This design comes from an exercise in tuning for small area and a short achievable clock period on the open sky130 flow, not from production work.
Function was checked by simulation only, so behaviour that the tests miss may differ from the original.
No activity file was given, so power comes from the tool's default toggle rates.

v15:
==> flow/design.v <==
module SdOai22(input wire a1, a2, b1, b2, output wire y);
   assign y = ~((a1 | a2) & (b1 | b2));
endmodule
module SdNand4(input wire a, b, c, d, output wire y);
   assign y = ~(a & b & c & d);
endmodule
module SdNand2(input wire a, b, output wire y);
   assign y = ~(a & b);
endmodule
module SdNor4(input wire a, b, c, d, output wire y);
   assign y = ~(a | b | c | d);
endmodule
module SdNor3(input wire a, b, c, output wire y);
   assign y = ~(a | b | c);
endmodule
module SdNor2(input wire a, b, output wire y);
   assign y = ~(a | b);
endmodule
module SdNand3(input wire a, b, c, output wire y);
   assign y = ~(a & b & c);
endmodule
module SdAnd3(input wire a, b, c, output wire y);
   assign y = a & b & c;
endmodule
module SdInv(input wire a, output wire y);
   assign y = ~a;
endmodule
module SimpleRamDecode(
   input wire cs0_i,
   input wire [24:0] addr_i,
   input wire write_i,             
   input wire reset_i,             
   output wire inwin_o,
   output wire [31:0] wsel_o,
   output wire [31:0] rsel_n_o
);
   wire [4:0] g;
   SdNor4 g0(.a(cs0_i), .b(addr_i[24]), .c(addr_i[23]), .d(addr_i[22]), .y(g[0]));
   SdNor4 g1(.a(addr_i[21]), .b(addr_i[20]), .c(addr_i[19]), .d(addr_i[18]), .y(g[1]));
   SdNor4 g2(.a(addr_i[17]), .b(addr_i[16]), .c(addr_i[15]), .d(addr_i[14]), .y(g[2]));
   SdNor4 g3(.a(addr_i[12]), .b(addr_i[11]), .c(addr_i[10]), .d(addr_i[9]), .y(g[3]));
   SdNor3 g4(.a(addr_i[8]), .b(addr_i[7]), .c(addr_i[6]), .y(g[4]));
   wire h1, h2;
   SdNand3 h1g(.a(g[0]), .b(g[1]), .c(g[2]), .y(h1));
   SdNand3 h2g(.a(g[3]), .b(g[4]), .c(addr_i[13]), .y(h2));
   SdNor2 inw(.a(h1), .b(h2), .y(inwin_o));
   wire reset_n, wr, wr_n;         
   SdInv rinv(.a(reset_i), .y(reset_n));
   SdNor2 wrg(.a(reset_n), .b(write_i), .y(wr));
   SdInv wrinv(.a(wr), .y(wr_n));
   wire [5:1] an;
   genvar i;
   generate
      for (i = 1; i <= 5; i = i + 1) begin : ainv
         SdInv inv(.a(addr_i[i]), .y(an[i]));
      end
   endgenerate
   wire [7:0] d3n, pb, rb;
   generate
      for (i = 0; i < 8; i = i + 1) begin : pre3
         SdNand3 n(.a(i & 4 ? addr_i[5] : an[5]), .b(i & 2 ? addr_i[4] : an[4]),
                   .c(i & 1 ? addr_i[3] : an[3]), .y(d3n[i]));
         SdNor2 w(.a(wr_n), .b(d3n[i]), .y(pb[i]));
         SdInv r(.a(d3n[i]), .y(rb[i]));
      end
   endgenerate
   wire [3:0] pa;
   generate
      for (i = 0; i < 4; i = i + 1) begin : pre2
         SdNor2 w(.a(i & 2 ? an[2] : addr_i[2]), .b(i & 1 ? an[1] : addr_i[1]), .y(pa[i]));
      end
   endgenerate
   generate
      for (i = 0; i < 32; i = i + 1) begin : sel
         SdAnd3 w(.a(pa[i & 3]), .b(pb[i >> 2]), .c(inwin_o), .y(wsel_o[i]));
         SdNand2 r(.a(pa[i & 3]), .b(rb[i >> 2]), .y(rsel_n_o[i]));
      end
   endgenerate
endmodule
module SimpleRam(
   input wire clk_i,
   input wire [31:0] wsel_i,       
   input wire rd_i,                
   input wire clr_i,               
   input wire [31:0] rsel_n_i,     
   input wire [15:0] data_i,
   output reg [15:0] data_o
);
   reg [15:0] storage[31:0];
   genvar w;
   generate
      for (w = 0; w < 32; w = w + 1) begin : wr
         always @ (posedge clk_i)
            if (wsel_i[w])
               storage[w] <= data_i;
      end
   endgenerate
   wire [15:0] word;
   genvar b, g;
   generate
      for (b = 0; b < 16; b = b + 1) begin : bits
         wire [31:0] col;
         wire [15:0] p;
         wire [7:0] q;
         wire [1:0] r;
         for (g = 0; g < 32; g = g + 1) begin : words
            assign col[g] = storage[g][b];
         end
         for (g = 0; g < 16; g = g + 1) begin : pairs
            SdOai22 oai(.a1(col[2*g]), .a2(rsel_n_i[2*g]), .b1(col[2*g+1]), .b2(rsel_n_i[2*g+1]),
                        .y(p[g]));
         end
         for (g = 0; g < 8; g = g + 1) begin : quads
            SdNor2 nor2(.a(p[2*g]), .b(p[2*g+1]), .y(q[g]));
         end
         SdNand4 n0(.a(q[0]), .b(q[1]), .c(q[2]), .d(q[3]), .y(r[0]));
         SdNand4 n1(.a(q[4]), .b(q[5]), .c(q[6]), .d(q[7]), .y(r[1]));
         SdNor3 clr(.a(r[0]), .b(r[1]), .c(clr_i), .y(word[b]));
      end
   endgenerate
   always @ (posedge clk_i)
   begin
      if (rd_i)
         data_o <= word;
   end
endmodule
`timescale 1ns / 1ps
module simple_debug(
   input wire [15:0] data_i,
   output wire [15:0] data_o,
   input wire [24:0] addr_i,
   input wire read_i,
   input wire write_i,
   input wire [1:0] cs_i,
   input wire clk_i,
   input wire reset_i,
   input wire irq_i,
   output wire irq_o,
   output wire [4:0] leds_o
);
   reg stage_1, stage_2, stage_3;
   reg [15:0] counter;
   reg [15:0] data_q;
   reg irq;
   reg led;
   wire chip_select = cs_i[0] & cs_i[1];
   wire [25:0] a = {cs_i[0], addr_i};
   wire ram_accessed;
   wire [31:0] wsel, rsel_n;
   SimpleRamDecode DEC(.cs0_i(cs_i[0]), .addr_i(addr_i), .write_i(write_i), .reset_i(reset_i),
                       .inwin_o(ram_accessed), .wsel_o(wsel), .rsel_n_o(rsel_n));
   wire clear_irq = (a == 26'h0);
   wire access = ~stage_2 & stage_3;
   wire [15:0] ram_d;
   SimpleRam RAM0(.clk_i(clk_i),
                  .wsel_i(wsel),
                  .rd_i(~reset_i | (~read_i & ram_accessed)),
                  .clr_i(~reset_i),
                  .rsel_n_i(rsel_n),
                  .data_i(data_i),
                  .data_o(ram_d));
   assign data_o = data_q;
   assign irq_o = irq;
   assign leds_o = {led, irq_i, counter[15], counter[0], 1'b1};
   always @ (posedge clk_i)
   begin
      if (!reset_i)
      begin
         counter <= 0;
         stage_3 <= 0;
         stage_2 <= 0;
         stage_1 <= 0;
         data_q <= 0;
         irq <= 0;
      end
      else
      begin
         if (&counter)
            irq <= 1;
         counter <= counter + 1;
         stage_3 <= stage_2;
         stage_2 <= stage_1;
         stage_1 <= chip_select;
         if (access)
         begin
            if (!read_i)
               data_q <= ram_accessed ? ram_d : (addr_i[15:0] | {15'b0, cs_i[0]});
            if (!write_i && !ram_accessed)
            begin
               if (clear_irq)
                  irq <= data_i[0];
               else
                  led <= data_i[0];
            end
         end
      end
   end
endmodule
export LEC_CHECK = 0
export CAP_MARGIN = 20
export CORE_MARGIN = 2
export CORE_UTILIZATION = 40
export CTS_CLUSTER_DIAMETER = 100
export CTS_CLUSTER_SIZE = 24
export PLACE_DENSITY = 0.68
export SETUP_SLACK_MARGIN = 1.2
export SLEW_MARGIN = 20
export SYNTH_HIERARCHICAL = 1
create_clock -name core_clock -period 3.0 [get_ports {clk_i}]
run.sh (not shown) runs the stock make flow with config.mk's settings and CLKGATE_MAP_FILE= SYNTH_SCRIPT=/design/flow/synth_recipe.tcl, a recipe that flattens the netlist after the stock synthesis.
### v15 -> v52
==> flow/flow/run.sh (new file) <==
#!/bin/bash
# The standard layout, with the port buffers inserted as buf_2 cells
# instead of the default delay-cell buffers. The whole make output goes to
# standard.log; each ORFS step also writes its own log under orfs/logs.
set -euo pipefail
bash standard.sh "BUFFER_PORTS_ARGS=-buffer_cell sky130_fd_sc_hd__buf_2" finish > standard.log 2>&1
==> flow/standard.sh (new file) <==
#!/bin/bash
# synth_recipe.tcl (not shown) runs the flow's synth.tcl, then flattens the netlist and writes it again
# the make line also repeats each setting of config.mk as NAME=value (left out here)
make -C /OpenROAD-flow-scripts/flow DESIGN_CONFIG=/design/flow/config.mk WORK_HOME=/design/flow/orfs CLKGATE_MAP_FILE= SYNTH_SCRIPT=/design/flow/synth_recipe.tcl "${@:-finish}"
--- a/flow/config.mk
+++ b/flow/config.mk
@@ -14 +14 @@
-export SETUP_SLACK_MARGIN = 1.2
+export SETUP_SLACK_MARGIN = 1.25
removed: flow/run.sh
==> run notes <==
v52 — pin count of the biggest net entering global routing 19 higher, v15 as reference. Total power on v52 is ahead of v15. | number of signal-net buffers in the layout | v52 vs v15 | 91 lower |.
Changes in v59 relative to v52:
==> flow/run.sh (new file) <==
#!/bin/bash
# synth_recipe.tcl (not shown) runs the flow's synth.tcl, then flattens the netlist and writes it again
# the make line also repeats each setting of config.mk as NAME=value (left out here)
make -C /OpenROAD-flow-scripts/flow DESIGN_CONFIG=/design/flow/config.mk WORK_HOME=/design/flow/orfs CLKGATE_MAP_FILE= SYNTH_SCRIPT=/design/flow/synth_recipe.tcl finish
--- a/flow/config.mk
+++ b/flow/config.mk
@@ -14 +14 @@
-export SETUP_SLACK_MARGIN = 1.25
+export SETUP_SLACK_MARGIN = 1.3
removed: flow/flow/run.sh
removed: flow/standard.sh
### Flow results
v59: done, clean on timing, DRC and antenna. From v52 to v59 the numbers moved as follows: net switching fraction of the power went up by 0.44 points, largest voltage drop on the vdd net increased by 19% relative to the old numbers, first-pass iteration count of the detailed router shows a reduction of 1, largest incremental delay on the critical path picked up an extra 0.09 ns. Against v52, v59 comes in 1.8 points higher on total track usage. Summary: with v52 as the reference, clock buffer count in the final layout in v59 moved up by more than a quarter. Final design instance area without fill: v59 higher than v52. In v59 the worst slack on hold paths turned out 0.017 ns higher than in v52.
Input-level comparison between v14 and v59:
--- a/flow/config.mk
+++ b/flow/config.mk
@@ -13,2 +13,2 @@
-export PLACE_DENSITY = 0.68
-export SETUP_SLACK_MARGIN = 1.3
+export PLACE_DENSITY = 0.75
+export SETUP_SLACK_MARGIN = 1.4
Results
- Sort v14 and v59 by maximum frequency desc -> top: v59
- Wire length (v59 / v14): 0.882
- On final worst setup slack, v59 beats v14.
- Compare v14 and v59 | count of plain and timing-repair buffers in the layout higher: v14
- Compared to v59, v14 has sequential share of layout area 3.3 points lower.
- When v14 is measured against v59, its required arrival time at the worst endpoint turns out 1.02 ns higher.
- v14 — wire length of the first global-routing pass about 7% higher, v59 as reference
- Number of placement rows: v14 vs v59, no meaningful difference
- Going from v59 to v14, worst vdd rail ir drop shrank by more than a quarter.
- Weighted congestion reported at the end of routability-driven placement (higher): v14
Relative to v14, the following input files were edited for v12:
--- a/flow/config.mk
+++ b/flow/config.mk
@@ -13,2 +13,3 @@
-export PLACE_DENSITY = 0.75
-export SETUP_SLACK_MARGIN = 1.4
+export GPL_TIMING_DRIVEN = 0
+export PLACE_DENSITY = 0.68
+export SETUP_SLACK_MARGIN = 1.2
==> comparison <==
Both conditions hold for v14: the flow ran to the end and the final layout passed the timing, DRC and antenna checks.
In summary, v12 completed successfully, with a layout that passed the timing, DRC and antenna checks.
Initial antenna violation count down 1 in v12 wrt v14
Between v14 and v12, the difference in required time reported for the critical path endpoint is negligible.
v12 -> v14: worst setup slack for register-to-register paths flat
In the reports for v14 and v12, the smaller core utilization belongs to v12.
The total power draw in v12 sits about 2.2% below the value recorded for v14.
The number of buffer cells added on primary ports number comes out higher for v12 vs v14.
Max clock skew across v14 and v12: v14
--- input diff v12..v55 ---
==> flow/flow/run.sh (new file) <==
#!/bin/bash
# The standard layout, with the port buffers inserted as buf_2 cells
# instead of the default delay-cell buffers, and gate resizing not limited
# to cells of the same footprint. The whole make output goes to
# standard.log; each ORFS step also writes its own log under orfs/logs.
set -euo pipefail
bash standard.sh "BUFFER_PORTS_ARGS=-buffer_cell sky130_fd_sc_hd__buf_2" MATCH_CELL_FOOTPRINT=0 finish > standard.log 2>&1
==> flow/standard.sh (new file) <==
#!/bin/bash
# synth_recipe.tcl (not shown) runs the flow's synth.tcl, then flattens the netlist and writes it again
# the make line also repeats each setting of config.mk as NAME=value (left out here)
make -C /OpenROAD-flow-scripts/flow DESIGN_CONFIG=/design/flow/config.mk WORK_HOME=/design/flow/orfs CLKGATE_MAP_FILE= SYNTH_SCRIPT=/design/flow/synth_recipe.tcl "${@:-finish}"
--- a/flow/config.mk
+++ b/flow/config.mk
@@ -13 +12,0 @@
-export GPL_TIMING_DRIVEN = 0
removed: flow/run.sh
Notes after the runs:
Taking v12 as the reference, in v55 area overhead of the layout relative to synthesis now sits lower, proportion of total power due to net switching shows a reduction of 0.49 points, maximum number of pins on one net before global-route repair up about 50%, achievable frequency went down.

## afterwards: timing with drivers on the ports
No port has a modelled driver above. Below, the same layouts with a new extraction and two added sets of constraints. Step 1 (the two cells are an assumption about what drives the block):
set clk [get_ports {clk_i}]
set_driving_cell -lib_cell sky130_fd_sc_hd__clkbuf_16 $clk
set_driving_cell -lib_cell sky130_fd_sc_hd__buf_2 [delete_from_list [all_inputs] $clk]
Step 2 times the ports against the registers' clock, not the clock port: input delays grow and output delays shrink by t, the midpoint of the rising clock arrivals with the driver on. a / b / c = ideal / step 1 / step 2; a / b = the first two.
run	t, ns	setup WS [ns]	worst setup path after step 2
v15	0.645	1.148 / 1.158 / 0.512	input to register
v52	0.643	1.159 / 1.174 / 0.531	input to register
v59	0.648	1.184 / 1.128 / 0.559	input to register
v14	0.647	1.006 / 1.003 / 0.356	input to register
v12	0.645	1.155 / 1.133 / 0.488	input to register
v55	0.631	1.124 / 1.139 / 0.509	input to register
After both steps setup and hold are still met in every run listed. For v12, which loses most, drivers alone change the setup slack by -0.022 ns; drivers and shift together by -0.667 ns.
